From an optimization exercise on the open Yosys and OpenROAD flow, aimed at small area, a short achievable clock period and few clock cycles; shortcuts taken in it are not production practice. RTL that was checked went through simulation tests only; none was proved equivalent to the original. No functional check of the RTL was part of runs 1 and 4. Power is estimated from default activity; no workload was simulated.

===== design/flow/config.mk =====
export PLATFORM = sky130hd
export DESIGN_NAME = cpu
export DESIGN_NICKNAME = cpu
export VERILOG_FILES = /design/flow/design.v
export SDC_FILE = /design/flow/constraint.sdc
export NUM_CORES = 4
export LEC_CHECK = 0
export CAP_MARGIN = 20
export CORE_MARGIN = 2
export CORE_UTILIZATION = 40
export PLACE_DENSITY = 0.6
export SLEW_MARGIN = 20

===== design/flow/constraint.sdc =====
create_clock -name core_clock -period 10.0 [get_ports {clk}]
set_input_delay 2.0000 -clock core_clock [delete_from_list [all_inputs] [get_ports {clk}]]
set_output_delay 2.0000 -clock core_clock [all_outputs]
set_load 0.01 [all_outputs]

===== design/flow/design.v =====
module cpu (
        input clk, rstn,
        output [31:0] imem_addr,
        input  [31:0] imem_rdata,
        output [31:0] dmem_addr,
        output [31:0] dmem_wdata,
        output        dmem_we,
        input  [31:0] dmem_rdata
    );
    reg [31:0] pc;
    reg        d_v;
    reg [31:0] d_ir, d_pc;
    reg [31:0] e_a, e_b, e_c;
    reg [4:0]  e_rd;
    reg        e_wr, e_ld, e_st, e_jalr, e_pred;
    reg        e_beq, e_blt, e_bltu;
    reg        e_selc, e_fa, e_fb, e_sub, e_left, e_arith;
    reg        e_rsum, e_rand, e_ror, e_rxor, e_rsh, e_rc;
    reg        m_we, m_wr, m_ld;
    reg [4:0]  m_rd;
    reg [31:0] m_y, m_sd;
    reg [31:0] rf [1:31];
    assign dmem_addr  = m_y;
    assign dmem_wdata = m_sd;
    assign dmem_we    = m_we;
    wire [31:0] w_data = m_ld ? dmem_rdata : m_y;
    always @(posedge clk)
        if (m_wr) rf[m_rd] <= w_data;
    wire [4:0] op  = d_ir[6:2];
    wire [2:0] f3  = d_ir[14:12];
    wire [4:0] rs1 = d_ir[19:15];
    wire [4:0] rs2 = d_ir[24:20];
    wire [4:0] rd  = d_ir[11:7];
    wire is_r    = op == 5'b01100;
    wire is_i    = op == 5'b00100;
    wire is_ld   = op == 5'b00000;
    wire is_st   = op == 5'b01000;
    wire is_br   = op == 5'b11000;
    wire is_lui  = op == 5'b01101;
    wire is_aui  = op == 5'b00101;
    wire is_jal  = op == 5'b11011;
    wire is_jalr = op == 5'b11001;
    wire use1 = is_r | is_i | is_ld | is_st | is_br | is_jalr;
    wire use2 = is_r | is_st | is_br;
    wire wr   = (is_r | is_i | is_ld | is_lui | is_aui | is_jal | is_jalr) & (rd != 5'd0);
    wire [31:0] imm_i = {{20{d_ir[31]}}, d_ir[31:20]};
    wire [31:0] imm_s = {{20{d_ir[31]}}, d_ir[31:25], d_ir[11:7]};
    wire [31:0] imm_b = {{20{d_ir[31]}}, d_ir[7], d_ir[30:25], d_ir[11:8], 1'b0};
    wire [31:0] imm_u = {d_ir[31:12], 12'b0};
    wire [31:0] imm_j = {{12{d_ir[31]}}, d_ir[19:12], d_ir[20], d_ir[30:21], 1'b0};
    wire [31:0] pc_off = is_jal ? imm_j : is_br ? imm_b : imm_u;
    wire [31:0] pcimm  = d_pc + pc_off;
    wire [31:0] link   = d_pc + 32'd4;
    wire        pred   = is_br & d_ir[31];
    wire [31:0] r1 = (m_wr && m_rd == rs1) ? w_data : (rs1 == 5'd0) ? 32'd0 : rf[rs1];
    wire [31:0] r2 = (m_wr && m_rd == rs2) ? w_data : (rs2 == 5'd0) ? 32'd0 : rf[rs2];
    wire stall = d_v & e_ld & ((use1 && e_rd == rs1) || (use2 && e_rd == rs2));
    wire [31:0] a_f = e_fa ? m_y : e_a;
    wire [31:0] b_f = e_fb ? m_y : e_b;
    wire [31:0] in2 = e_selc ? e_c : b_f;
    wire [32:0] sum33 = {1'b0, a_f} + {1'b0, in2 ^ {32{e_sub}}} + {32'd0, e_sub};
    wire [31:0] sum   = sum33[31:0];
    wire        ltu   = ~sum33[32];
    wire        lts   = (a_f[31] ^ b_f[31]) ? a_f[31] : ltu;
    wire        eq    = a_f == b_f;
    wire        taken = (e_beq & eq) | (e_blt & lts) | (e_bltu & ltu);
    function [31:0] rev32(input [31:0] x);
        integer k;
        for (k = 0; k < 32; k = k + 1) rev32[k] = x[31-k];
    endfunction
    wire [31:0] sh_in = e_left ? rev32(a_f) : a_f;
    wire [32:0] sh_x  = {e_arith & a_f[31], sh_in};
    wire [32:0] sh_r  = $signed(sh_x) >>> e_b[4:0];
    wire [31:0] sh    = e_left ? rev32(sh_r[31:0]) : sh_r[31:0];
    wire [31:0] res = ({32{e_rsum}} & sum)
                    | ({32{e_rand}} & (a_f & b_f))
                    | ({32{e_ror}}  & (a_f | b_f))
                    | ({32{e_rxor}} & (a_f ^ b_f))
                    | ({32{e_rsh}}  & sh)
                    | ({32{e_rc}}   & e_c);
    wire        redir_ex  = e_jalr | (taken ^ e_pred);
    wire [31:0] target_ex = e_jalr ? sum : e_c;
    wire        redir_id  = d_v & ~stall & (is_jal | pred);
    assign imem_addr = pc;
    always @(posedge clk) begin
        if (!rstn)
            pc <= 32'd0;
        else if (redir_ex)
            pc <= target_ex;
        else if (redir_id)
            pc <= pcimm;
        else if (!stall)
            pc <= pc + 32'd4;
    end
    always @(posedge clk) begin
        if (!rstn || redir_ex || redir_id)
            d_v <= 1'b0;
        else if (!stall)
            d_v <= 1'b1;
        if (!stall) begin
            d_ir <= imem_rdata;
            d_pc <= pc;
        end
    end
    wire issue = rstn & d_v & ~stall & ~redir_ex;
    wire alt   = d_ir[30];
    always @(posedge clk) begin
        e_wr   <= issue & wr;
        e_ld   <= issue & is_ld & (rd != 5'd0);
        e_st   <= issue & is_st;
        e_jalr <= issue & is_jalr;
        e_pred <= issue & pred;
        e_beq  <= issue & is_br & (f3 == 3'b000);
        e_blt  <= issue & is_br & (f3 == 3'b100);
        e_bltu <= issue & is_br & (f3 == 3'b110);
        e_rd    <= rd;
        e_fa    <= e_wr & ~e_ld & (e_rd == rs1);
        e_fb    <= e_wr & ~e_ld & (e_rd == rs2) & use2;
        e_selc  <= is_st;
        e_sub   <= is_br | (is_r & f3 == 3'b000 & alt);
        e_left  <= f3 == 3'b001;
        e_arith <= alt;
        e_rsum  <= is_ld | is_st | ((is_r | is_i) & f3 == 3'b000);
        e_rand  <= is_r & f3 == 3'b111;
        e_ror   <= is_r & f3 == 3'b110;
        e_rxor  <= is_r & f3 == 3'b100;
        e_rsh   <= is_i & (f3 == 3'b001 || f3 == 3'b101);
        e_rc    <= is_lui | is_aui | is_jal | is_jalr;
        e_a <= r1;
        e_b <= use2 ? r2 : imm_i;
        e_c <= is_st  ? imm_s :
               is_lui ? imm_u :
               (is_jal | is_jalr | pred) ? link : pcimm;
    end
    always @(posedge clk) begin
        m_we <= rstn & e_st;
        m_wr <= rstn & e_wr;
        m_ld <= e_ld;
        m_rd <= e_rd;
        m_y  <= res;
        m_sd <= b_f;
    end
endmodule

===== design/flow/run.sh =====
#!/bin/bash
# synth_recipe.tcl (not shown) runs the flow's synth.tcl, then flattens the netlist and writes it again
# the make line also repeats each setting of config.mk as NAME=value (left out here)
make -C /OpenROAD-flow-scripts/flow DESIGN_CONFIG=/design/flow/config.mk WORK_HOME=/design/flow/orfs CLKGATE_MAP_FILE= SYNTH_SCRIPT=/design/flow/synth_recipe.tcl finish

==> results of run 1 <==
how the worst max path moves through the flow:
stage,startpoint,endpoint,slack (ns)
after floorplan,e_b[1],pc[16],5.72
after global placement,e_b[2],e_bltu,4.49
after detailed placement,e_b[2],e_bltu,4.53
after CTS,e_fa,pc[16],4.52
after global routing,e_b[1],e_bltu,4.08
final,e_b[1],e_bltu,4.38
synth_stat cells, types with 31 or more instances:
cell type / count
nor3_1: 35
mux2_2: 57
clkbuf_1: 228
ha_1: 127
o22ai_1: 46
a211oi_1: 85
edfxtp_1: 1054
xor2_1: 53
nand2_1: 304
nor2_1: 283
inv_1: 118
a21oi_1: 220
buf_1: 82
xnor2_1: 110
mux4_2: 589
o21ai_0: 134
nand4_1: 31
a21o_1: 54
nand3_1: 55
mux2i_1: 261
dfxtp_1: 236
power groups by stage:
stage	combinational (W)	clock, W	sequential, W
finish	0.00178	0.00498	0.00613
global route	0.00189	0.00524	0.00612
CTS	0.00176	0.00504	0.00612
detailed placement	0.00175	0	0.00623
global placement	0.00175	0	0.00623
floorplan	0.00114	0	0.00610
worst max-delay path, delay by kind of cell (launching register included):
kind	cells	cell delay [ns]
mux	1	0.20
xor+xnor	2	0.47
compound gates	6	2.17
fa+ha+maj	1	0.43
buf+inv	4	0.82
flops	1	0.31
simple gates	4	1.13
cell type report:
cell class | instances | area, um^2
diodes | 2 | 5.00
clock buffers | 174 | 3750
clock inverters | 75 | 602
fillers | 14614 | 91200
inverters | 126 | 474
multi-input cells | 2860 | 29200
flip-flops and latches | 1290 | 36400
well taps | 2204 | 2760
repair buffers | 266 | 2430
stage by stage:
stage | cell area (um^2) | worst slack [ns] | util
CTS | 75600 | 4.52 | 0.453
floorplan | 67100 | 5.72 | -
global route | 75600 | 4.08 | 0.453
finish | 75600 | 4.38 | 0.453
global placement | 71300 | 4.49 | 0.427
detailed placement | 71300 | 4.53 | 0.427
sequential cells by signal (all words and copies together) (netlist names), 5 cells and up, named ones only:
register / flops
rf: 992
d_pc: 32
e_a: 32
e_b: 32
e_c: 32
m_sd: 32
m_y: 32
pc: 32
d_ir: 30
e_rd: 5
m_rd: 5
per-layer routing:
| layer | part of all wire | GRT usage | vias to the layer above | wire length (um) |
|---|---|---|---|---|
| met3 | 0.090 | 0.0575 | 529 | 20600 |
| met1 | 0.38 | 0.343 | 22910 | 87500 |
| met5 | 0.00012 | 0 | - | 27 |
| li1 | - | - | 18550 | - |
| met4 | 0.056 | 0.134 | 4 | 12900 |
| met2 | 0.47 | 0.417 | 2346 | 107000 |
cells by family after synthesis:
| logic type | share of synthesized area |
|---|---|
| compound gates | 0.0807 |
| buf+inv | 0.0276 |
| fa+ha+maj | 0.0243 |
| mux | 0.247 |
| simple gates | 0.0567 |
| flops | 0.542 |
| xor+xnor | 0.0217 |
==> flow_summary.json, run 1 <==
{
  "yosysSeqAreaShare": 0.542,
  "cts_resized": 0,
  "rows": 150,
  "avgSynthCellArea_um2": 14.5,
  "cts.clk_slew.worst_paths_ns": 0.06,
  "period_share": 0.562,
  "cp.arrival_ns": 6.31,
  "synth_top_area_cell": "edfxtp_1",
  "coreArea_um2": 167000,
  "drtPass1Iterations": 8,
  "hpwl_mm": 146,
  "synth_nets": 4816,
  "clockRootBuffer": "clkbuf_16",
  "p_int_w": 0.00939,
  "timing.fmax_ghz": 0.178,
  "die_area_um2": 171000,
  "power_w": 0.0129,
  "synthDominantCellAreaShare": 0.472,
  "p_per_area_nw_per_um2": 170,
  "syn_area_um2": 67100,
  "rsz0062_at_grt": "false",
  "rrSetupSlack_ns": 4.38,
  "ios": 163,
  "num_vias": 44339,
  "grt_max_degree": 90,
  "gp_congestion": 0.937,
  "critPathMaxStageDelay_ns": 0.87,
  "hold_ws_ns": 0.392,
  "r2r_end": "e_bltu",
  "cts_max_level": 4,
  "final_common_cell": "edfxtp_1",
  "run_status": "timing/DRC/antenna clean",
  "layout_common_cells": "1054 x edfxtp_1, 589 x mux4_2, 304 x nand2_1",
  "avgViaCountPerCell": 6.34,
  "holdPathEnd": "m_rd[2]",
  "die_x_um": 414,
  "p_comb_frac": 0.138,
  "synth_cells": 4621,
  "synth_top_flop_cell": "edfxtp_1",
  "layout.nets": 4878,
  "ys_top_cells_by_area": "edfxtp_1 47%, mux4_2 20%, dfxtp_1 7.0%, mux2i_1 3.9%, ha_1 2.4%",
  "p_leak_nw": 25.7,
  "min-delay-start": "e_rd[2]",
  "crit_path_end_kind": "flip-flop",
  "critPathKind": "flip-flop to flip-flop",
  "die_y_um": 414,
  "maxSlewViolCount": 0,
  "worstSkewPairLatency_ns": 0.79,
  "hold_depth": 0,
  "wirelength_mm": 228,
  "syn_to_final_growth_pct": 12.7,
  "place_inst": 6746,
  "drive_gt1_frac": 0.223,
  "drt_iter0_markers": 5625,
  "setup-tns-final_ns": 0,
  "slowest_stage": "o21ai_0",
  "synth-seq-cells": 1290,
  "hold_viol_final": 0,
  "ir_drop_uv": 129,
  "cts_sinks": 1290,
  "grt_use_total": 0.264,
  "critPathRequiredTime_ns": 10.69,
  "post-cts-setup-buffer-count": 0,
  "portBuffers": 160,
  "drv_cap": 0,
  "sw_frac_of_total": 0.271,
  "p_switching_w": 0.00349,
  "cts_tree": "done",
  "finalSetupViolCount": 0,
  "avgRoutedWirePerCell_um": 32.6,
  "startpoint_type": "flip-flop",
  "ff2ff_path_depth": 18,
  "final_cell_count_no_fill": 6997,
  "synth_enable_flop_cells": 1054,
  "clockBufferDepth": 3,
  "seqPwrFrac": 0.476,
  "fin_crit_ns": 5.62,
  "worst_pin_slew_ns": 1.11,
  "postCtsHoldBufs": 0,
  "grt_pass1_vias": 43555,
  "drtAntennaViolNets": 0,
  "antenna_found_initial": 12,
  "yosysWarnings": 1,
  "synth.distinct_cells": 97,
  "grt_pass1_wl_mm": 321,
  "power_frac_clock": 0.387,
  "crit_fanout": 34,
  "finalClockSkew_ns": 0.0480,
  "cts_buffers": 139,
  "min_path_type": "flip-flop to flip-flop",
  "slew_headroom": 0.244,
  "drc": 0,
  "path_cells": "buf_4 > inv_1 > o21ai_0 > mux2i_1 > xnor2_1 > inv_1 > fa_1 > nand2b_1 > a211o_1 > a31o_1 > o31ai_2 > a211oi_2 > a21oi_4 > xnor2_4 > buf_4 > nor2_4 > nand4_2 > nor4_1",
  "initial_core_util": 0.402,
  "grt_overflow": 0,
  "postSynth.asyncResetShare": 0,
  "r2r-start": "e_b[1]"
}
==> run 2, diff against run 1 <==
--- a/design/flow/design.v
+++ b/design/flow/design.v
@@ -18,2 +18,3 @@
     reg        e_rsum, e_rand, e_ror, e_rxor, e_rsh, e_rc;
+    reg [4:0]  e_shamt;
     reg        m_we, m_wr, m_ld;
@@ -54,4 +55,14 @@
     wire        pred   = is_br & d_ir[31];
-    wire [31:0] r1 = (m_wr && m_rd == rs1) ? w_data : (rs1 == 5'd0) ? 32'd0 : rf[rs1];
-    wire [31:0] r2 = (m_wr && m_rd == rs2) ? w_data : (rs2 == 5'd0) ? 32'd0 : rf[rs2];
+    reg [31:0] rf1, rf2;
+    integer i;
+    always @(*) begin
+        rf1 = 32'd0;
+        rf2 = 32'd0;
+        for (i = 1; i < 32; i = i + 1) begin
+            rf1 = rf1 | ({32{rs1 == i}} & rf[i]);
+            rf2 = rf2 | ({32{rs2 == i}} & rf[i]);
+        end
+    end
+    wire [31:0] r1 = (m_wr && m_rd == rs1) ? w_data : rf1;
+    wire [31:0] r2 = (m_wr && m_rd == rs2) ? w_data : rf2;
     wire stall = d_v & e_ld & ((use1 && e_rd == rs1) || (use2 && e_rd == rs2));
@@ -72,3 +83,3 @@
     wire [32:0] sh_x  = {e_arith & a_f[31], sh_in};
-    wire [32:0] sh_r  = $signed(sh_x) >>> e_b[4:0];
+    wire [32:0] sh_r  = $signed(sh_x) >>> e_shamt;
     wire [31:0] sh    = e_left ? rev32(sh_r[31:0]) : sh_r[31:0];
@@ -116,2 +127,3 @@
         e_rd    <= rd;
+        e_shamt <= rs2;
         e_fa    <= e_wr & ~e_ld & (e_rd == rs1);
==> design/flow/flow/run.sh (new file) <==
#!/bin/bash
# Standard layout; keep a copy of the scripts for reference.
cp standard.sh standard.sh.txt
bash standard.sh > standard.log 2>&1
==> design/flow/standard.sh (new file) <==
#!/bin/bash
# synth_recipe.tcl (not shown) runs the flow's synth.tcl, then flattens the netlist and writes it again
# the make line also repeats each setting of config.mk as NAME=value (left out here)
make -C /OpenROAD-flow-scripts/flow DESIGN_CONFIG=/design/flow/config.mk WORK_HOME=/design/flow/orfs CLKGATE_MAP_FILE= SYNTH_SCRIPT=/design/flow/synth_recipe.tcl "${@:-finish}"
--- a/design/flow/config.mk
+++ b/design/flow/config.mk
@@ -11,2 +11,3 @@
 export PLACE_DENSITY = 0.6
+export SETUP_SLACK_MARGIN = 5
 export SLEW_MARGIN = 20
removed: design/flow/run.sh
==> run 2 against run 1 <==
  * Synthesized area down 7.9%
  * Cell count up 2.6%
  * Maximum frequency up 18%
  * Critical endpoint is now m_y[31]
==> flow_summary.json, run 2 <==
{
  "hpwl_mm": 172,
  "cp.arrival_ns": 5.38,
  "synth_enable_flop_cells": 1054,
  "period_share": 0.474,
  "grt_max_degree": 82,
  "synthTopCellsByCount": "1054 x edfxtp_1, 341 x a221oi_1, 325 x a22o_1, 281 x clkbuf_1, 280 x a22oi_1",
  "post-place-ws_ns": 4.69,
  "place_inst": 6906,
  "regMostFlops": "rf",
  "antenna_found_initial": 15,
  "layout_common_cells": "1054 x edfxtp_1, 341 x a221oi_1, 325 x a22o_1",
  "min_path_type": "flip-flop to flip-flop",
  "post-route-util": 0.462,
  "run_status": "timing/DRC/antenna clean",
  "final_cell_count_no_fill": 7177,
  "ys_top_cells_by_area": "edfxtp_1 51%, dfxtp_1 7.5%, a221oi_1 4.8%, a22o_1 4.6%, a22oi_1 3.4%",
  "yosysWarnings": 1,
  "p_leak_nw": 23.9,
  "clockRootBuffer": "clkbuf_16",
  "fillCellCount": 13650,
  "gp_congestion": 1.02,
  "p_per_area_nw_per_um2": 181,
  "cts_tree": "done",
  "postSynth.asyncResetShare": 0,
  "coreArea_um2": 154000,
  "drt_iter0_markers": 12581,
  "cts_sinks": 1285,
  "startpoint_type": "flip-flop",
  "synth_cells": 4928,
  "critPathRequiredTime_ns": 10.63,
  "cts.clk_slew.worst_paths_ns": 0.06,
  "layout.nets": 5201,
  "die_x_um": 397,
  "avgSynthCellArea_um2": 12.5,
  "cts_max_level": 4,
  "avgRoutedWirePerCell_um": 42.2,
  "synthDominantCellAreaShare": 0.512,
  "worstSkewPairLatency_ns": 0.80,
  "grt_overflow": 0,
  "die_area_um2": 158000,
  "worst_slack_ns": 5.26,
  "setup-tns-final_ns": 0,
  "die_y_um": 397,
  "synth-seq-cells": 1285,
  "crit_fanout": 32,
  "portBuffers": 160,
  "ir_drop_uv": 124,
  "final_common_cell": "edfxtp_1",
  "drc": 0,
  "yosysSeqAreaShare": 0.587,
  "synth_nets": 5123,
  "syn_to_final_growth_pct": 14.8,
  "ios": 163,
  "drive_gt1_frac": 0.119,
  "fin_crit_ns": 4.74,
  "syn_area_um2": 61800,
  "grt_pass1_vias": 49617,
  "synth.distinct_cells": 93,
  "synth_top_area_cell": "edfxtp_1",
  "rows": 144,
  "clockBufferDepth": 3,
  "finalClockSkew_ns": 0.0288,
  "drtPass1Iterations": 10,
  "drtAntennaViolNets": 0,
  "cts_buffers": 137,
  "synth_top_flop_cell": "edfxtp_1",
  "grt_pass1_wl_mm": 406,
  "grt_use_total": 0.371,
  "finalSetupViolCount": 0,
  "critPathKind": "flip-flop to flip-flop",
  "largest_register_ff_count": 992,
  "num_vias": 54111,
  "drv_cap": 0,
  "crit_path_end_kind": "flip-flop",
  "hold_viol_final": 0,
  "rsz0062_at_grt": "false",
  "worst_pin_slew_ns": 1.18,
  "wirelength_mm": 303,
  "post-synth-top-count-cell": "edfxtp_1",
  "avgViaCountPerCell": 7.54,
  "slew_headroom": 0.210,
  "timing.fmax_ghz": 0.211,
  "initial_core_util": 0.402,
  "maxSlewViolCount": 0
}
run 2: repair_timing:
| item | in CTS | in global routing |
|---|---|---|
| endpoints found under the setup margin | 42 | 38 |
| pin swaps | 0 | 0 |
| hold buffers | 0 | 0 |
| buffers inserted | 0 | 5 |
| resized for setup | 7 | 15 |
run 2: power by group:
group	total (W)	leakage, nW	internal, W	switching [W]
sequential	0.00610	11.8	0.00592	0.000178
clock	0.00520	2.18	0.00292	0.00228
combinational	0.00157	9.92	0.000523	0.00105
total	0.0129	23.9	0.00936	0.00351
run 2: critical path, cell delays in order (launching register included):
cell and delay, ns:
dfxtp_2 0.33, buf_8 0.30, mux2_2 0.50, mux2i_1 0.28, xnor2_1 0.11, ha_1 0.38
a21o_1 0.22, a2111o_1 0.43, o22a_1 0.23, a41o_1 0.30, o21ai_1 0.27, a31oi_1 0.19
a41oi_1 0.40, xor2_1 0.12, o21ai_0 0.50
run 2: cells by family after synthesis:
| group | Yosys count | synth area share |
|---|---|---|
| XOR/XNOR | 130 | 0.0184 |
| adder cells (fa/ha/maj) | 129 | 0.0264 |
| flip-flops | 1285 | 0.587 |
| AND/OR/NAND/NOR | 995 | 0.0794 |
| buffers and inverters | 484 | 0.0310 |
| AO/OA/AOI/OAI | 1657 | 0.208 |
| multiplexers | 248 | 0.0501 |
run 2: metal layers:
layer  global-route usage  wire length (um)  vias up
met5               0.0151               526        -
met4                0.230             24400       18
met3                0.149             49400     1637
met2                0.534            125000     5919
met1                0.462            103000    26186
li1                     -                 -    20351
run 2: final cells by class:
cell class,instances,area (um^2),share of cell area
Timing Repair Buffer,299,2670,0.0376
Inverter,124,470,0.00663
Tap cell,2044,2560,0.0361
Multi-Input combinational cell,3159,24400,0.344
Clock inverter,63,679,0.00958
Clock buffer,186,3820,0.0539
Antenna cell,17,42.5,0.000600
Sequential cell,1285,36300,0.512
run 2: final timing paths:
check        start      end  slack (ns)  cells after the start
min reg2reg   e_ld     m_ld        0.37                      0
min           e_ld     m_ld        0.37                      0
max reg2reg   e_fb  m_y[31]        5.26                     14
max           e_fb  m_y[31]        5.26                     14
run 2: stage by stage:
| step | cell area, um^2 | power [W] | hold WS (ns) |
|---|---|---|---|
| after floorplan | 61800 | 0.00698 | 0.345 |
| after global placement | 66300 | 0.00769 | 0.351 |
| after detailed placement | 66300 | 0.00769 | 0.359 |
| after CTS | 70800 | 0.0128 | 0.371 |
| after global routing | 70900 | 0.0131 | 0.384 |
| final | 70900 | 0.0129 | 0.372 |
Testbench counts of run 2, summed over its fixed seeds: cycles 196,791.
==> run 3, diff against run 2 <==
==> design/flow/run.sh (new file) <==
#!/bin/bash
# synth_recipe.tcl (not shown) runs the flow's synth.tcl, then flattens the netlist and writes it again
# the make line also repeats each setting of config.mk as NAME=value (left out here)
make -C /OpenROAD-flow-scripts/flow DESIGN_CONFIG=/design/flow/config.mk WORK_HOME=/design/flow/orfs CLKGATE_MAP_FILE= SYNTH_SCRIPT=/design/flow/synth_recipe.tcl finish
removed: design/flow/flow/run.sh
removed: design/flow/standard.sh
==> run 3 against run 2 <==
  * Critical endpoint unchanged
  * Worst hold slack stayed put
  * Synthesized area stayed put
  * Design area stayed put
  * Highest routed layer unchanged
  * Synthesized cell count stayed put
  * Setup slack stayed put
==> flow_summary.json, run 3 <==
{
  "grt_pass1_wl_mm": 406,
  "cts_tree": "done",
  "drt_iter0_markers": 12581,
  "rsz0062_at_grt": "false",
  "synth_top_area_cell": "edfxtp_1",
  "syn_area_um2": 61800,
  "drv_cap": 0,
  "synthTopCellsByCount": "1054 x edfxtp_1, 341 x a221oi_1, 325 x a22o_1, 281 x clkbuf_1, 280 x a22oi_1",
  "p_leak_nw": 23.9,
  "initial_core_util": 0.402,
  "critPathKind": "flip-flop to flip-flop",
  "critPathRequiredTime_ns": 10.63,
  "wirelength_mm": 303,
  "crit_path_end_kind": "flip-flop",
  "die_area_um2": 158000,
  "place_inst": 6906,
  "cts.clk_slew.worst_paths_ns": 0.06,
  "die_y_um": 397,
  "drc": 0,
  "met2WireLength_mm": 125,
  "worst_slack_ns": 5.26,
  "synth_mux_area_frac": 0.0501,
  "seqPwrFrac": 0.474,
  "largest_register_ff_count": 992,
  "r2r-start": "e_fb",
  "synthXorXnorAreaFrac": 0.0184,
  "sw_frac_of_total": 0.272,
  "postSynth.asyncResetShare": 0,
  "yosysSeqAreaShare": 0.587,
  "final_common_cell": "edfxtp_1",
  "finalSetupViolCount": 0,
  "post-synth-top-count-cell": "edfxtp_1",
  "ios": 163,
  "min-delay-start": "e_ld",
  "die_x_um": 397,
  "grt_use_total": 0.371,
  "setup-tns-final_ns": 0,
  "min_path_type": "flip-flop to flip-flop",
  "maxSlewViolCount": 0,
  "post-place-ws_ns": 4.69,
  "rows": 144,
  "synth.distinct_cells": 93,
  "grt_overflow": 0,
  "p_per_area_nw_per_um2": 181,
  "dr_wl_met3_mm": 49.4,
  "synthAdderAreaFrac": 0.0264,
  "ff2ff_path_depth": 14,
  "timing.fmax_ghz": 0.211,
  "gp_congestion": 1.02,
  "synth_top_family_by_area": "compound AO/OA/AOI/OAI gates",
  "worstSkewPairLatency_ns": 0.80,
  "regMostFlops": "rf",
  "finalClockSkew_ns": 0.0288,
  "synth_cells": 4928,
  "syn_to_final_growth_pct": 14.8,
  "p_comb_frac": 0.122,
  "synthDominantCellAreaShare": 0.512,
  "layout_common_cells": "1054 x edfxtp_1, 341 x a221oi_1, 325 x a22o_1",
  "power_w": 0.0129,
  "p_switching_w": 0.00351,
  "avgRoutedWirePerCell_um": 42.2,
  "cts_buffers": 137,
  "hpwl_mm": 172,
  "synth_simple_gate_area_frac": 0.0794,
  "cts_sinks": 1285,
  "synth_enable_flop_cells": 1054,
  "holdPathEnd": "m_ld",
  "synth_top_flop_cell": "edfxtp_1",
  "cts_max_level": 4,
  "ys_top_cells_by_area": "edfxtp_1 51%, dfxtp_1 7.5%, a221oi_1 4.8%, a22o_1 4.6%, a22oi_1 3.4%",
  "num_vias": 54111,
  "slew_headroom": 0.210,
  "antenna_found_initial": 15,
  "cp.arrival_ns": 5.38,
  "avgViaCountPerCell": 7.54,
  "fillCellCount": 13650,
  "grt_pass1_vias": 49617,
  "period_share": 0.474,
  "crit_fanout": 32,
  "clockRootBuffer": "clkbuf_16",
  "startpoint_type": "flip-flop",
  "synth_nets": 5123,
  "top_layer_used": "met5",
  "drtAntennaViolNets": 0,
  "drive_gt1_frac": 0.119,
  "worst_pin_slew_ns": 1.18,
  "coreArea_um2": 154000,
  "grt_max_degree": 82,
  "p_int_w": 0.00936,
  "run_status": "timing/DRC/antenna clean",
  "rrSetupSlack_ns": 5.26,
  "hold_viol_final": 0,
  "fin_crit_ns": 4.74,
  "met1_length_mm": 103,
  "layout.nets": 5201,
  "final_cell_count_no_fill": 7177,
  "hold_depth": 0,
  "ir_drop_uv": 124,
  "r2r_end": "m_y[31]",
  "clockBufferDepth": 3,
  "power_frac_clock": 0.404,
  "synth-compound-area-share": 0.208,
  "avgSynthCellArea_um2": 12.5,
  "synth-seq-cells": 1285,
  "drtPass1Iterations": 10,
  "portBuffers": 160,
  "yosysWarnings": 1
}
## run 3: area by class of cell
cell class | instances | area, um^2 | area share
multi-input combinational | 3159 | 24400 | 0.344
clock inverter | 63 | 679 | 0.00958
clock buffer | 186 | 3820 | 0.0539
timing repair buffer | 299 | 2670 | 0.0376
sequential | 1285 | 36300 | 0.512
inverter | 124 | 470 | 0.00663
tap | 2044 | 2560 | 0.0361
antenna | 17 | 42.5 | 0.000600
## run 3: power groups by stage
stage	Sequential [W]	Combinational [W]	Clock, W
floorplan	0.00609	0.000886	0
global placement	0.00620	0.00149	0
detailed placement	0.00620	0.00149	0
CTS	0.00609	0.00150	0.00518
global route	0.00609	0.00163	0.00539
finish	0.00610	0.00157	0.00520
## run 3: worst max-delay path: stages (launching register included)
cell and delay [ns]:
dfxtp_2 0.33, buf_8 0.30, mux2_2 0.50, mux2i_1 0.28
xnor2_1 0.11, ha_1 0.38, a21o_1 0.22, a2111o_1 0.43
o22a_1 0.23, a41o_1 0.30, o21ai_1 0.27, a31oi_1 0.19
a41oi_1 0.40, xor2_1 0.12, o21ai_0 0.50
## run 3: through the flow
stage                     instance area [um^2]  hold WS [ns]   util
final                                    70900         0.372  0.462
after global routing                     70900         0.384  0.461
after CTS                                70800         0.371  0.461
after detailed placement                 66300         0.359  0.431
after global placement                   66300         0.351  0.431
after floorplan                          61800         0.345      -
## run 3: per-layer routing
| layer | global-route usage | vias to the layer above |
|---|---|---|
| li1 | - | 20351 |
| met1 | 0.462 | 26186 |
| met2 | 0.534 | 5919 |
| met3 | 0.149 | 1637 |
| met4 | 0.230 | 18 |
| met5 | 0.0151 | - |
## run 3: cells by family after synthesis
kind of cell,after synthesis
compound gates,1657
flops,1285
simple gates,995
buf+inv,484
mux,248
xor+xnor,130
fa+ha+maj,129
## run 3: how the worst max path moves through the flow
stage | from | end | depth (start not counted)
5_1_grt | d_ir[4] | pc[30] | 16
3_3_place_gp | e_fa | pc[28] | 12
2_1_floorplan | e_fa | pc[20] | 18
3_5_place_dp | e_fa | pc[28] | 12
4_1_cts | e_fa | pc[26] | 14
6_report | e_fb | m_y[31] | 14
## run 3: timing repair
item	CTS	global route
pin swaps	0	0
endpoints found under the setup margin	42	38
resized for setup	7	15
hold endpoints to repair	0	0
setup buffers	0	5
hold buffers	0	0
==> run 4, diff against run 3 <==
--- a/design/flow/design.v
+++ b/design/flow/design.v
@@ -16,3 +16,3 @@
     reg        e_beq, e_blt, e_bltu;
-    reg        e_selc, e_fa, e_fb, e_sub, e_left, e_arith;
+    reg        e_fa, e_fb, e_fc, e_sub, e_left, e_arith;
     reg        e_rsum, e_rand, e_ror, e_rxor, e_rsh, e_rc;
@@ -53,3 +53,3 @@
     wire [31:0] pcimm  = d_pc + pc_off;
-    wire [31:0] link   = d_pc + 32'd4;
+    wire [31:0] link   = pc;
     wire        pred   = is_br & d_ir[31];
@@ -69,10 +69,18 @@
     wire [31:0] a_f = e_fa ? m_y : e_a;
-    wire [31:0] b_f = e_fb ? m_y : e_b;
-    wire [31:0] in2 = e_selc ? e_c : b_f;
-    wire [32:0] sum33 = {1'b0, a_f} + {1'b0, in2 ^ {32{e_sub}}} + {32'd0, e_sub};
-    wire [31:0] sum   = sum33[31:0];
-    wire        ltu   = ~sum33[32];
-    wire        lts   = (a_f[31] ^ b_f[31]) ? a_f[31] : ltu;
-    wire        eq    = a_f == b_f;
-    wire        taken = (e_beq & eq) | (e_blt & lts) | (e_bltu & ltu);
+    wire [31:0] b_f = e_fb ? (m_y ^ {32{e_sub}}) : e_b;    
+    wire [31:0] c_f = e_fc ? m_y : e_c;                     
+    wire [32:0] sum33 = {a_f, 1'b1} + {b_f, e_sub};
+    wire [31:0] sum   = sum33[32:1];
+    wire [32:0] d_ab = {1'b0, e_a} - {1'b0, e_c};
+    wire [32:0] d_yb = {1'b0, m_y} - {1'b0, e_c};
+    wire [32:0] d_ay = {1'b0, e_a} - {1'b0, m_y};
+    wire eq_ab = e_a == e_c, eq_yb = m_y == e_c, eq_ay = e_a == m_y;
+    wire lu_ab = d_ab[32], lu_yb = d_yb[32], lu_ay = d_ay[32];
+    wire ls_ab = (e_a[31] ^ e_c[31]) ? e_a[31] : lu_ab;
+    wire ls_yb = (m_y[31] ^ e_c[31]) ? m_y[31] : lu_yb;
+    wire ls_ay = (e_a[31] ^ m_y[31]) ? e_a[31] : lu_ay;
+    wire eq  = e_fa ? (e_fc ? 1'b1 : eq_yb) : (e_fc ? eq_ay : eq_ab);
+    wire ltu = e_fa ? (e_fc ? 1'b0 : lu_yb) : (e_fc ? lu_ay : lu_ab);
+    wire lts = e_fa ? (e_fc ? 1'b0 : ls_yb) : (e_fc ? ls_ay : ls_ab);
+    wire taken = (e_beq & eq) | (e_blt & lts) | (e_bltu & ltu);
     function [31:0] rev32(input [31:0] x);
@@ -92,3 +100,3 @@
     wire        redir_ex  = e_jalr | (taken ^ e_pred);
-    wire [31:0] target_ex = e_jalr ? sum : e_c;
+    wire [31:0] target_ex = e_jalr ? sum : e_b;
     wire        redir_id  = d_v & ~stall & (is_jal | pred);
@@ -129,5 +137,5 @@
         e_fa    <= e_wr & ~e_ld & (e_rd == rs1);
-        e_fb    <= e_wr & ~e_ld & (e_rd == rs2) & use2;
-        e_selc  <= is_st;
-        e_sub   <= is_br | (is_r & f3 == 3'b000 & alt);
+        e_fb    <= e_wr & ~e_ld & (e_rd == rs2) & is_r;
+        e_fc    <= e_wr & ~e_ld & (e_rd == rs2) & (is_st | is_br);
+        e_sub   <= is_r & f3 == 3'b000 & alt;
         e_left  <= f3 == 3'b001;
@@ -141,6 +149,6 @@
         e_a <= r1;
-        e_b <= use2 ? r2 : imm_i;
-        e_c <= is_st  ? imm_s :
+        e_b <= is_r ? (r2 ^ {32{alt}}) : is_st ? imm_s : is_br ? (pred ? link : pcimm) : imm_i;
+        e_c <= (is_st | is_br) ? r2 :
                is_lui ? imm_u :
-               (is_jal | is_jalr | pred) ? link : pcimm;
+               (is_jal | is_jalr) ? link : pcimm;
     end
@@ -152,3 +160,3 @@
         m_y  <= res;
-        m_sd <= b_f;
+        m_sd <= c_f;
     end
==> design/flow/flow/run.sh (new file) <==
#!/bin/bash
# The standard layout, with a deeper setup repair target (repair_timing -setup_margin).
set -euo pipefail
sed -e "s/SETUP_SLACK_MARGIN=[-0-9.]*/SETUP_SLACK_MARGIN=7/" standard.sh > flow_std.sh
bash flow_std.sh > flow_std.log 2>&1
==> design/flow/standard.sh (new file) <==
#!/bin/bash
# synth_recipe.tcl (not shown) runs the flow's synth.tcl, then flattens the netlist and writes it again
# the make line also repeats each setting of config.mk as NAME=value (left out here)
make -C /OpenROAD-flow-scripts/flow DESIGN_CONFIG=/design/flow/config.mk WORK_HOME=/design/flow/orfs CLKGATE_MAP_FILE= SYNTH_SCRIPT=/design/flow/synth_recipe.tcl "${@:-finish}"
removed: design/flow/run.sh
==> run 4 against run 3 <==
  * Core utilization grew 6.2 points
  * Clock skew grew 0.0060 ns
  * Largest cell class unchanged
  * Total power grew 12%
  * Sequential share of layout area shrank 7.5 points
  * Non-clock buffer count grew 526
  * Register-to-register slack gained 0.56 ns
  * Synthesized area grew 3.9%
  * Via count grew 15%
  * Synthesized cell count grew 13%
  * Clock power grew 5.0%
  * Still clean on timing, DRC and antenna
  * Critical path depth grew 3
==> flow_summary.json, run 4 <==
{
  "top_layer_used": "met5",
  "antenna_found_initial": 11,
  "crit_fanout": 5,
  "worst_slack_ns": 5.82,
  "crit_path_end_kind": "flip-flop",
  "min_path_type": "flip-flop to flip-flop",
  "cp.arrival_ns": 4.91,
  "clockBufferDepth": 3,
  "synth_top_area_cell": "edfxtp_1",
  "maxSlewViolCount": 0,
  "grt_overflow": 0,
  "postCtsHoldBufs": 0,
  "drv_cap": 0,
  "postSynth.asyncResetShare": 0,
  "layout.nets": 6406,
  "die_x_um": 405,
  "critPathKind": "flip-flop to flip-flop",
  "avgRoutedWirePerCell_um": 42.5,
  "cts_max_level": 4,
  "grt_max_degree": 71,
  "multi_input_area_um2": 30200,
  "grt_use_total": 0.418,
  "fin_crit_ns": 4.18,
  "layout_common_cells": "1054 x edfxtp_1, 450 x a22oi_1, 435 x buf_4",
  "synthDominantCellAreaShare": 0.493,
  "yosysWarnings": 1,
  "cts_tree": "done",
  "drive_gt1_frac": 0.296,
  "coreArea_um2": 160000,
  "met2WireLength_mm": 141,
  "timing.fmax_ghz": 0.239,
  "ys_top_cells_by_area": "edfxtp_1 49%, dfxtp_1 7.2%, a22oi_1 5.3%, ha_1 3.7%, a221oi_1 3.2%",
  "synth_cells": 5555,
  "finalSetupViolCount": 0,
  "worst_pin_slew_ns": 1.30,
  "cts.clk_slew.worst_paths_ns": 0.06,
  "yosysSeqAreaShare": 0.565,
  "avgSynthCellArea_um2": 11.6,
  "syn_to_final_growth_pct": 30.6,
  "synth_top_flop_cell": "edfxtp_1",
  "startpoint_type": "flip-flop",
  "dr_wl_met3_mm": 64.9,
  "drc": 0,
  "worstSkewPairLatency_ns": 0.82,
  "critPathRequiredTime_ns": 10.73,
  "synth-seq-cells": 1285,
  "drt_iter0_markers": 13269,
  "run_status": "timing/DRC/antenna clean",
  "register_area_um2": 36600,
  "p_per_area_nw_per_um2": 171,
  "drtAntennaViolNets": 0,
  "die_y_um": 405,
  "rsz0062_at_grt": "true",
  "largest_register_ff_count": 992,
  "post-place-ws_ns": 4.50,
  "regMostFlops": "rf",
  "ios": 163,
  "fillCellCount": 13487,
  "synth_enable_flop_cells": 1054,
  "finalClockSkew_ns": 0.0348,
  "rows": 147,
  "p_leak_nw": 29.4,
  "hold_viol_final": 0,
  "avgViaCountPerCell": 7.44,
  "synth_nets": 5814,
  "drtPass1Iterations": 14,
  "synthTopCellsByCount": "1054 x edfxtp_1, 450 x a22oi_1, 423 x nand2_1, 360 x clkbuf_1, 308 x a21oi_1",
  "post-synth-top-count-cell": "edfxtp_1",
  "syn_area_um2": 64200,
  "cts_sinks": 1285,
  "clockRootBuffer": "clkbuf_16",
  "final_common_cell": "edfxtp_1",
  "hpwl_mm": 191,
  "wirelength_mm": 356,
  "die_area_um2": 164000,
  "grt_pass1_vias": 57483,
  "met1_length_mm": 112,
  "slew_headroom": 0.131,
  "period_share": 0.418,
  "ir_drop_uv": 191,
  "initial_core_util": 0.401,
  "num_vias": 62170,
  "grt_pass1_wl_mm": 470,
  "cts_buffers": 140,
  "gp_congestion": 0.985,
  "power_w": 0.0144,
  "setup-tns-final_ns": 0,
  "synth.distinct_cells": 79,
  "portBuffers": 160
}
-- run 4: area by class of cell --
| cell class | instances | area share |
|---|---|---|
| inverters | 201 | 0.0106 |
| repair inverters | 29 | 0.00264 |
| repair buffers | 825 | 0.102 |
| clock buffers | 174 | 0.0452 |
| clock inverters | 77 | 0.0117 |
| flip-flops and latches | 1285 | 0.436 |
| multi-input cells | 3665 | 0.360 |
| diodes | 15 | 0.000448 |
| well taps | 2086 | 0.0311 |
-- run 4: path summary, 6_finish.rpt --
kind              depth (start not counted)  slack, ns     from     end
setup / recovery                         17       5.82  d_ir[4]  pc[28]
hold / removal                            0       0.37     e_ld    m_ld
setup reg to reg                         17       5.82  d_ir[4]  pc[28]
hold reg to reg                           0       0.37     e_ld    m_ld
-- run 4: cell families (layout without fill, tap and decap cells) --
group | after synthesis | after routing | synth area share
AOI/OAI and AO/OA | 1870 | 1870 | 0.210
xor gates and xnor gates | 143 | 143 | 0.0195
adders and majority gates | 193 | 193 | 0.0378
buffers and inverters | 610 | 1306 | 0.0363
DFF | 1285 | 1285 | 0.565
muxes | 196 | 196 | 0.0386
other | 0 | 15 | 0
and+or+nand+nor | 1258 | 1263 | 0.0925
-- run 4: worst max-delay path: stages, from the launching register on --
cell and delay (ns):
edfxtp_1 0.44, nand2b_4 0.17, or3_4 0.41, nor2_4 0.21
buf_12 0.14, nor2_4 0.05, nor2b_2 0.15, ha_4 0.24
a21oi_4 0.15, o211ai_1 0.16, a211oi_2 0.33, a21oi_2 0.12
o31a_1 0.33, a211oi_4 0.36, a21oi_2 0.12, xnor2_2 0.18
a2111o_1 0.39, a31oi_1 0.17
-- run 4: per-layer routing --
layer / up-vias / GRT usage
met3: 2126 / 0.216
met4: 22 / 0.315
met5: - / 0.0131
met2: 6853 / 0.590
met1: 29914 / 0.477
li1: 23255 / -
-- run 4: timing repair --
action                     in CTS  in global routing
buffers inserted              350                129
gates cloned                   45                  7
setup endpoints to repair    1103               1537
gates resized for setup      1380                350
pin swaps                     224                185
-- run 4: power breakdown --
part	total [W]	internal, W	switching, W
logic	0.00276	0.00105	0.00171
registers	0.00615	0.00596	0.000185
clock network	0.00546	0.00309	0.00237
total	0.0144	0.0101	0.00426
-- run 4: per-stage QoR --
stage	hold slack, ns	cells	cell area [um^2]	util
CTS	0.377	8205	81200	0.507
floorplan	0.336	5555	64700	-
global placement	0.364	7558	69100	0.432
finish	0.374	8357	83800	0.524
global route	0.378	8344	83800	0.524
detailed placement	0.360	7559	69100	0.432
==> run 5, diff against run 4 <==
--- a/design/flow/design.v
+++ b/design/flow/design.v
@@ -12,4 +12,9 @@
     reg [31:0] d_ir, d_pc;
+    reg        d_jal, d_br;    
+    reg        d_bt;           
+    reg        bt_v;
+    reg [11:2] bt_tag, bt_tgt;
     reg [31:0] e_a, e_b, e_c;
     reg [4:0]  e_rd;
+    reg        e_kill;      
     reg        e_wr, e_ld, e_st, e_jalr, e_pred;
@@ -23,2 +28,18 @@
     reg [31:0] rf [1:31];
+    function [32:0] add32(input [31:0] a, input [31:0] b, input ci);
+        reg [31:0] g, p, t;
+        integer i, d;
+        begin
+            t = a ^ b;
+            g = a & b;
+            p = t;
+            g[0] = g[0] | (p[0] & ci);
+            for (d = 1; d < 32; d = d * 2)
+                for (i = 31; i >= d; i = i - 1) begin
+                    g[i] = g[i] | (p[i] & g[i-d]);
+                    p[i] = p[i] & p[i-d];
+                end
+            add32 = {g[31], t ^ {g[30:0], ci}};
+        end
+    endfunction
     assign dmem_addr  = m_y;
@@ -51,5 +72,8 @@
     wire [31:0] imm_j = {{12{d_ir[31]}}, d_ir[19:12], d_ir[20], d_ir[30:21], 1'b0};
-    wire [31:0] pc_off = is_jal ? imm_j : is_br ? imm_b : imm_u;
-    wire [31:0] pcimm  = d_pc + pc_off;
+    wire [31:0] pc_off = d_jal ? imm_j : d_br ? imm_b : imm_u;
+    wire [31:0] pcimm  = add32(d_pc, pc_off, 1'b0);
     wire [31:0] link   = pc;
+    wire [11:2] seq_lo = d_pc[11:2] + 10'd1;
+    wire [12:0] lo_sum = {1'b0, d_pc[11:0]} + {1'b0, imm_b[11:0]};
+    wire        bt_ok  = lo_sum[12] & (d_pc[11:2] != 10'h3ff);
     wire        pred   = is_br & d_ir[31];
@@ -67,3 +91,3 @@
     wire [31:0] r2 = (m_wr && m_rd == rs2) ? w_data : rf2;
-    wire stall = d_v & e_ld & ((use1 && e_rd == rs1) || (use2 && e_rd == rs2));
+    wire stall = d_v & e_ld & ~e_kill & ((use1 && e_rd == rs1) || (use2 && e_rd == rs2));
     wire [31:0] a_f = e_fa ? m_y : e_a;
@@ -71,9 +95,8 @@
     wire [31:0] c_f = e_fc ? m_y : e_c;                     
-    wire [32:0] sum33 = {a_f, 1'b1} + {b_f, e_sub};
-    wire [31:0] sum   = sum33[32:1];
-    wire [32:0] d_ab = {1'b0, e_a} - {1'b0, e_c};
-    wire [32:0] d_yb = {1'b0, m_y} - {1'b0, e_c};
-    wire [32:0] d_ay = {1'b0, e_a} - {1'b0, m_y};
+    wire [31:0] sum   = add32(a_f, b_f, e_sub);
+    wire [32:0] d_ab = add32(e_a, ~e_c, 1'b1);
+    wire [32:0] d_yb = add32(m_y, ~e_c, 1'b1);
+    wire [32:0] d_ay = add32(e_a, ~m_y, 1'b1);
     wire eq_ab = e_a == e_c, eq_yb = m_y == e_c, eq_ay = e_a == m_y;
-    wire lu_ab = d_ab[32], lu_yb = d_yb[32], lu_ay = d_ay[32];
+    wire lu_ab = ~d_ab[32], lu_yb = ~d_yb[32], lu_ay = ~d_ay[32];
     wire ls_ab = (e_a[31] ^ e_c[31]) ? e_a[31] : lu_ab;
@@ -99,5 +122,6 @@
                     | ({32{e_rc}}   & e_c);
-    wire        redir_ex  = e_jalr | (taken ^ e_pred);
+    wire        redir_ex  = ~e_kill & (e_jalr | (taken ^ e_pred));
     wire [31:0] target_ex = e_jalr ? sum : e_b;
-    wire        redir_id  = d_v & ~stall & (is_jal | pred);
+    wire        redir_id  = d_v & ~stall & (is_jal | (pred & ~d_bt));
+    wire        bt_hit    = bt_v & (pc[11:2] == bt_tag);
     assign imem_addr = pc;
@@ -111,3 +135,3 @@
         else if (!stall)
-            pc <= pc + 32'd4;
+            pc <= bt_hit ? {pc[31:12], bt_tgt, 2'b00} : pc + 32'd4;
     end
@@ -121,7 +145,23 @@
             d_pc <= pc;
-        end
-    end
-    wire issue = rstn & d_v & ~stall & ~redir_ex;
+            d_jal <= imem_rdata[6:2] == 5'b11011;
+            d_bt  <= bt_hit;
+            d_br  <= imem_rdata[6:2] == 5'b11000;
+        end
+    end
+    wire bt_wr = d_v & ~stall & pred & bt_ok;
+    always @(posedge clk) begin
+        if (!rstn)
+            bt_v <= 1'b0;
+        else if (bt_wr)
+            bt_v <= 1'b1;
+        if (bt_wr) begin
+            bt_tag <= d_pc[11:2];
+            bt_tgt <= lo_sum[11:2];
+        end
+    end
+    wire issue = rstn & d_v & ~stall;
+    wire e_fwd = e_wr & ~e_ld & ~e_kill;
     wire alt   = d_ir[30];
     always @(posedge clk) begin
+        e_kill <= redir_ex;
         e_wr   <= issue & wr;
@@ -136,5 +176,5 @@
         e_shamt <= rs2;
-        e_fa    <= e_wr & ~e_ld & (e_rd == rs1);
-        e_fb    <= e_wr & ~e_ld & (e_rd == rs2) & is_r;
-        e_fc    <= e_wr & ~e_ld & (e_rd == rs2) & (is_st | is_br);
+        e_fa    <= e_fwd & (e_rd == rs1);
+        e_fb    <= e_fwd & (e_rd == rs2) & is_r;
+        e_fc    <= e_fwd & (e_rd == rs2) & (is_st | is_br);
         e_sub   <= is_r & f3 == 3'b000 & alt;
@@ -149,3 +189,3 @@
         e_a <= r1;
-        e_b <= is_r ? (r2 ^ {32{alt}}) : is_st ? imm_s : is_br ? (pred ? link : pcimm) : imm_i;
+        e_b <= is_r ? (r2 ^ {32{alt}}) : is_st ? imm_s : is_br ? (pred ? (d_bt ? {d_pc[31:12], seq_lo, 2'b00} : link) : pcimm) : imm_i;
         e_c <= (is_st | is_br) ? r2 :
@@ -155,4 +195,4 @@
     always @(posedge clk) begin
-        m_we <= rstn & e_st;
-        m_wr <= rstn & e_wr;
+        m_we <= rstn & e_st & ~e_kill;
+        m_wr <= rstn & e_wr & ~e_kill;
         m_ld <= e_ld;
==> design/flow/flow/run.sh (replaced) <==
#!/bin/bash
# The standard layout with a deeper setup repair target (repair_timing
# -setup_margin 7) and buf_4 port buffers; make's output goes to flow_std.log.
set -euo pipefail
sed -e "s/SETUP_SLACK_MARGIN=[-0-9.]*/SETUP_SLACK_MARGIN=7/" standard.sh > flow_std.sh
bash flow_std.sh "BUFFER_PORTS_ARGS=-buffer_cell sky130_fd_sc_hd__buf_4" finish > flow_std.log 2>&1
--- a/design/flow/config.mk
+++ b/design/flow/config.mk
@@ -10,2 +10,5 @@
 export CORE_UTILIZATION = 40
+export CTS_BUF_LIST = sky130_fd_sc_hd__clkbuf_16
+export CTS_CLUSTER_DIAMETER = 100
+export CTS_CLUSTER_SIZE = 20
 export PLACE_DENSITY = 0.6
@@ -13 +16,2 @@
 export SLEW_MARGIN = 20
+export TNS_END_PERCENT = 0
==> run 5 against run 4 <==
  * Still clean on timing, DRC and antenna
  * Via count fell by 4.1%
  * Flip-flop and latch count is 25 higher
  * Clock power shrank 36%
  * Design area fell by 8.8%
  * Critical path depth fell by 5
  * Critical path type unchanged
  * Highest routed layer unchanged
==> flow_summary.json, run 5 <==
{
  "run_status": "timing/DRC/antenna clean",
  "die_x_um": 411,
  "syn_to_final_growth_pct": 15.1,
  "placed_area_um2": 71100,
  "r2r-start": "d_ir[24]",
  "timing.fmax_ghz": 0.261,
  "finish.instance_area_um2": 76400,
  "ys_top_cells_by_area": "edfxtp_1 49%, dfxtp_1 7.0%, a22oi_1 5.2%, ha_1 3.8%, a221oi_1 3.1%",
  "syn_area_um2": 66400,
  "drtPass1Iterations": 25,
  "num_vias": 59618,
  "hold_ws_ns": 0.398,
  "post-route-util": 0.463,
  "coreArea_um2": 165000,
  "die_area_um2": 169000,
  "grt_use_total": 0.388,
  "initial_core_util": 0.403,
  "p_leak_nw": 26.7,
  "worst_pin_slew_ns": 1.21,
  "cp-startpoint": "d_ir[24]",
  "critPathKind": "flip-flop to flip-flop",
  "synth_enable_flop_cells": 1077,
  "portBuffers": 160,
  "synthDominantCellAreaShare": 0.487,
  "cts_sinks": 1310,
  "avgRoutedWirePerCell_um": 42.4,
  "clockBufferDepth": 3,
  "crit_path_end_kind": "flip-flop",
  "layout_common_cells": "1077 x edfxtp_1, 456 x a22oi_1, 394 x buf_4",
  "synth_top_area_cell": "edfxtp_1",
  "ir_drop_uv": 149,
  "grt_overflow": 0,
  "cp.depth": 12,
  "synth_cells": 5650,
  "ff2ff_path_depth": 12,
  "fin_crit_ns": 3.83,
  "drt_iter0_markers": 13383,
  "maxSlewViolCount": 0,
  "yosysSeqAreaShare": 0.557,
  "crit_fanout": 19,
  "hpwl_mm": 201,
  "grt_max_degree": 48,
  "synth-seq-cells": 1310,
  "cp.arrival_ns": 4.40,
  "crit_buf_inv": 3,
  "hold_viol_final": 0,
  "avgSynthCellArea_um2": 11.8,
  "cp_common_cell": "buf_4",
  "largest_register_ff_count": 992,
  "synthTopCellsByCount": "1077 x edfxtp_1, 456 x a22oi_1, 356 x nor2_1, 349 x clkbuf_1, 313 x nand2_1",
  "finalSetupViolCount": 0,
  "setup-tns-final_ns": 0,
  "cts_max_level": 3,
  "hold_depth": 0,
  "drc": 0,
  "drv_cap": 0,
  "postSynth.asyncResetShare": 0,
  "critPathMaxStageDelay_ns": 0.61,
  "startpoint_type": "flip-flop",
  "slew_headroom": 0.172,
  "period_share": 0.383,
  "antenna_found_initial": 12,
  "cts_tree": "done",
  "drtAntennaViolNets": 0,
  "p_per_area_nw_per_um2": 157,
  "min-delay-start": "e_rd[0]",
  "clockRootBuffer": "clkbuf_16",
  "cts.clk_slew.worst_paths_ns": 0.09,
  "synth_nets": 5920,
  "slowest_stage": "or3b_2",
  "min_path_type": "flip-flop to flip-flop",
  "rows": 149,
  "path_delay_family": "simple AND/OR/NAND/NOR gates",
  "gp_congestion": 1.04,
  "regMostFlops": "rf",
  "final_common_cell": "edfxtp_1",
  "finalClockSkew_ns": 0.0957,
  "yosysWarnings": 1,
  "wirelength_mm": 341,
  "post-synth-top-count-cell": "edfxtp_1",
  "synth_top_flop_cell": "edfxtp_1",
  "cts_buffers": 79,
  "worstSkewPairLatency_ns": 0.81,
  "synth.distinct_cells": 86,
  "path_cells": "buf_4 > or3b_2 > nor2_4 > buf_4 > buf_8 > a22oi_1 > nand3_1 > nor2_1 > and3_1 > a21oi_4 > xnor2_1 > o32ai_1",
  "layout.nets": 6074,
  "grt_pass1_vias": 55583,
  "ios": 163,
  "avgViaCountPerCell": 7.42,
  "postCtsHoldBufs": 0,
  "critPathRequiredTime_ns": 10.57,
  "die_y_um": 411,
  "rsz0062_at_grt": "true",
  "drive_gt1_frac": 0.179,
  "grt_pass1_wl_mm": 456
}
run 5: cell count changes after synthesis, sizes merged, moves of 28 or more:
cell   change
xnor2     +34
a21oi     -59
nor2      +57
mux2      +38
o21ai     -79
nand2    -110
mux2i     +28
xor2      +37
run 5: logic make-up after synthesis:
group           synth area share
compound gates             0.203
xor+xnor                  0.0282
fa+ha+maj                 0.0389
buf+inv                   0.0352
flops                      0.557
mux                       0.0483
simple gates              0.0895
run 5: metrics by stage:
step | setup WS [ns] | std cells | total power [W]
final | 6.17 | 8040 | 0.0120
after global routing | 6.26 | 8036 | 0.0122
after CTS | 6.42 | 8020 | 0.0118
after detailed placement | 4.60 | 7798 | 0.00831
after global placement | 4.60 | 7798 | 0.00830
after floorplan | 6.58 | 5650 | 0.00739
run 5: worst paths after layout:
check        endpoint  slack [ns]
max           e_b[29]        6.17
min reg2reg   m_rd[0]        0.40
min           m_rd[0]        0.40
max reg2reg   e_b[29]        6.17
run 5: area by class of cell:
cell class                      count  area, um^2
Antenna cell                        5        12.5
Fill cell                       14958       88600
Timing Repair Buffer              467        4170
Inverter                          213         812
Timing Repair inverter              1        6.26
Multi-Input combinational cell   3732       29200
Sequential cell                  1310       37100
Clock buffer                       79        1980
Tap cell                         2189        2740
Clock inverter                     44         379
run 5: metal layers:
| layer | track usage | vias up | part of all wire |
|---|---|---|---|
| met5 | 0.0206 | - | 0.0019 |
| met2 | 0.555 | 6283 | 0.41 |
| met3 | 0.178 | 1898 | 0.17 |
| li1 | - | 22780 | - |
| met4 | 0.279 | 24 | 0.096 |
| met1 | 0.458 | 28633 | 0.33 |
run 5: report_power, final:
group	total [W]	switching [W]	leakage [nW]	internal, W
clock	0.00350	0.00202	1.24	0.00148
combinational	0.00227	0.00149	13.4	0.000777
sequential	0.00626	0.000212	12.0	0.00605
run 5: repair_timing:
| action | CTS | global route |
|---|---|---|
| setup endpoints to repair | 585 | 734 |
| buffers inserted | 88 | 13 |
| gates resized for setup | 388 | 46 |
| pin swaps | 62 | 21 |
| gates cloned | 11 | 2 |
Testbench counts of run 5, summed over its fixed seeds: cycles 189,519.
==> run 6, diff against run 5 <==
--- a/design/flow/config.mk
+++ b/design/flow/config.mk
@@ -10,5 +10,2 @@
 export CORE_UTILIZATION = 40
-export CTS_BUF_LIST = sky130_fd_sc_hd__clkbuf_16
-export CTS_CLUSTER_DIAMETER = 100
-export CTS_CLUSTER_SIZE = 20
 export PLACE_DENSITY = 0.6
==> run 6 against run 5 <==
  * Maximum frequency shrank 0.77%
  * Critical endpoint is now e_a[9]
  * Count of clock-buffer cells in the layout grew 103
  * Die area is the same
  * Highest routed layer unchanged
  * Worst hold slack lost 0.0031 ns
  * Non-clock buffer count shrank 11
  * Via count grew 1.5%
==> flow_summary.json, run 6 <==
{
  "fin_crit_ns": 3.86,
  "critPathKind": "flip-flop to flip-flop",
  "cts_sinks": 1310,
  "grt_use_total": 0.390,
  "grt_pass1_wl_mm": 458,
  "crit_path_end_kind": "flip-flop",
  "post-synth-top-count-cell": "edfxtp_1",
  "worstSkewPairLatency_ns": 0.85,
  "crit_buf_inv": 1,
  "synth_mux_area_frac": 0.0483,
  "gp_congestion": 1.04,
  "setup-tns-final_ns": 0,
  "timing.fmax_ghz": 0.259,
  "hold_depth": 0,
  "rows": 149,
  "synth-seq-cells": 1310,
  "startpoint_type": "flip-flop",
  "ir_drop_uv": 160,
  "synth_simple_gate_area_frac": 0.0895,
  "synth_cells": 5650,
  "multi_input_area_um2": 29200,
  "grt_pass1_vias": 56394,
  "critPathRequiredTime_ns": 10.64,
  "cts_buffers": 146,
  "synthAdderAreaFrac": 0.0389,
  "path_cells": "nand2_2 > nor2_4 > buf_6 > a22o_1 > a221oi_1 > nand4_1 > nor3_1 > a21oi_1",
  "initial_core_util": 0.403,
  "cts_max_level": 4,
  "synth.distinct_cells": 86,
  "slowest_stage": "edfxtp_1",
  "layout.nets": 6132,
  "p_per_area_nw_per_um2": 181,
  "rrSetupSlack_ns": 6.14,
  "fillCellCount": 14727,
  "synthTopCellsByCount": "1077 x edfxtp_1, 456 x a22oi_1, 356 x nor2_1, 349 x clkbuf_1, 313 x nand2_1",
  "drt_iter0_markers": 13902,
  "coreArea_um2": 165000,
  "slew_headroom": 0.196,
  "holdPathEnd": "m_rd[2]",
  "antenna_found_initial": 14,
  "cp.arrival_ns": 4.50,
  "min-delay-start": "e_rd[2]",
  "critPathMaxStageDelay_ns": 0.82,
  "largest_register_ff_count": 992,
  "avgSynthCellArea_um2": 11.8,
  "ios": 163,
  "die_area_um2": 169000,
  "avgViaCountPerCell": 7.40,
  "r2r-start": "d_ir[19]",
  "synth_nets": 5920,
  "yosysSeqAreaShare": 0.557,
  "num_vias": 60487,
  "ff2ff_path_depth": 8,
  "rsz0062_at_grt": "true",
  "cp.depth": 8,
  "syn_to_final_growth_pct": 19.0,
  "synth_top_flop_cell": "edfxtp_1",
  "layout_common_cells": "1077 x edfxtp_1, 456 x a22oi_1, 378 x buf_4",
  "drtPass1Iterations": 29,
  "finalClockSkew_ns": 0.0632,
  "wirelength_mm": 343,
  "path_delay_family": "simple AND/OR/NAND/NOR gates",
  "die_x_um": 411,
  "drtAntennaViolNets": 0,
  "synthXorXnorAreaFrac": 0.0282,
  "maxSlewViolCount": 0,
  "portBuffers": 160,
  "final_common_cell": "edfxtp_1",
  "synthDominantCellAreaShare": 0.487,
  "grt_overflow": 0,
  "postSynth.asyncResetShare": 0,
  "syn_area_um2": 66400,
  "hpwl_mm": 201,
  "synth-compound-area-share": 0.203,
  "worst_pin_slew_ns": 1.17,
  "cts_tree": "done",
  "avgRoutedWirePerCell_um": 41.9,
  "yosysWarnings": 1,
  "cts.clk_slew.worst_paths_ns": 0.05,
  "run_status": "timing/DRC/antenna clean",
  "period_share": 0.386,
  "min_path_type": "flip-flop to flip-flop",
  "synth_enable_flop_cells": 1077,
  "postCtsHoldBufs": 0,
  "drv_cap": 0,
  "hold_ws_ns": 0.395,
  "p_leak_nw": 27.8,
  "clockBufferDepth": 3,
  "clockRootBuffer": "clkbuf_16",
  "finalSetupViolCount": 0,
  "crit_fanout": 24,
  "hold_viol_final": 0,
  "die_y_um": 411,
  "drive_gt1_frac": 0.196,
  "regMostFlops": "rf",
  "r2r_end": "e_a[9]",
  "grt_max_degree": 48,
  "synth_top_family_by_area": "compound AO/OA/AOI/OAI gates",
  "synth_top_area_cell": "edfxtp_1",
  "register_area_um2": 37100,
  "drc": 0,
  "ys_top_cells_by_area": "edfxtp_1 49%, dfxtp_1 7.0%, a22oi_1 5.2%, ha_1 3.8%, a221oi_1 3.1%"
}
## run 6: worst register-to-register path, stage by stage, from the launching register on
cell and delay (ns):
edfxtp_1 0.82, nand2_2 0.48, nor2_4 0.69, buf_6 0.55, a22o_1 0.22, a221oi_1 0.05, nand4_1 0.14, nor3_1 0.09
a21oi_1 0.68
## run 6: logic make-up (layout without fill, tap and decap cells)
| kind of cell | after synthesis | after routing |
|---|---|---|
| and+or+nand+nor | 1243 | 1245 |
| adders and majority gates | 204 | 204 |
| other | 0 | 4 |
| DFF | 1310 | 1310 |
| muxes | 262 | 262 |
| xor gates and xnor gates | 214 | 214 |
| AOI/OAI and AO/OA | 1806 | 1808 |
| buffers and inverters | 611 | 939 |
## run 6: what timing repair did
action                     in CTS  in global routing
resized for setup             275                154
setup endpoints to repair     536                619
setup buffers                  62                 27
cloned                          9                  6
pin swaps                      47                 40
## run 6: worst max-delay path by stage
stage             start      to  slack [ns]
2_1_floorplan      e_fa  pc[27]        6.58
3_3_place_gp     m_y[2]   pc[2]        4.60
3_5_place_dp     m_y[2]   pc[2]        4.60
4_1_cts            e_fa  pc[28]        6.35
5_1_grt            e_fa  pc[31]        6.25
6_report       d_ir[19]  e_a[9]        6.14
## run 6: per-layer routing
metal  track usage  up-vias  share of wire
met5        0.0232        -         0.0022
met4         0.283       30          0.096
met3         0.185     1903           0.17
met2         0.555     6382           0.41
met1         0.455    29176           0.32
li1              -    22996              -
## run 6: layout make-up
class / instances / share of cell area
flip-flops and latches: 1310 / 0.469
multi-input cells: 3733 / 0.370
repair inverters: 2 / 0.000269
clock buffers: 182 / 0.0494
well taps: 2189 / 0.0347
inverters: 213 / 0.0103
clock inverters: 86 / 0.0144
diodes: 4 / 0.000127
repair buffers: 456 / 0.0516
## run 6: report_power, final
part | switching, W | internal (W) | total, W | leakage, nW
combinational | 0.00149 | 0.000780 | 0.00227 | 13.4
sequential | 0.000218 | 0.00606 | 0.00628 | 12.0
clock | 0.00245 | 0.00328 | 0.00573 | 2.45
## run 6: through the flow
step	worst slack [ns]	utilization	area, um^2	std cells	power, W
after floorplan	6.58	-	66500	5650	0.00739
after global placement	4.60	0.431	71100	7798	0.00830
after detailed placement	4.60	0.431	71100	7798	0.00831
after CTS	6.35	0.472	77900	8137	0.0140
after global routing	6.25	0.479	79000	8171	0.0145
final	6.14	0.479	79000	8175	0.0143

## separate check: timing with driven ports
How much do the figures lean on ideal ports? The routed layouts below were timed once more, with nothing changed but the port constraints. Step 1 (the two cells are an assumption about what drives the block):
set clk [get_ports {clk}]
set_driving_cell -lib_cell sky130_fd_sc_hd__clkbuf_16 $clk
set_driving_cell -lib_cell sky130_fd_sc_hd__buf_2 [delete_from_list [all_inputs] $clk]
Step 2 times the ports against the registers' clock, not the clock port: input delays grow and output delays shrink by t, the midpoint of the rising clock arrivals with the driver on. a / b / c = ideal / step 1 / step 2; a / b = the first two.
run	shift t [ns]	setup slack, ns	slew at the worst register clock pin (ns)
run 1	0.849	4.382 / 4.382 / 4.382	0.07 / 0.07
run 2	0.867	5.257 / 5.257 / 5.257	0.07 / 0.07
run 3	0.867	5.257 / 5.257 / 5.257	0.07 / 0.07
run 4	0.883	5.820 / 5.820 / 5.820	0.07 / 0.07
run 5	0.844	6.170 / 6.170 / 5.601	0.10 / 0.10
run 6	0.898	6.141 / 6.141 / 5.512	0.07 / 0.07
After both steps setup and hold are still met in every run listed. The setup slack of run 6, which loses most, moves by 0.000 ns with the drivers and by -0.629 ns with both steps.
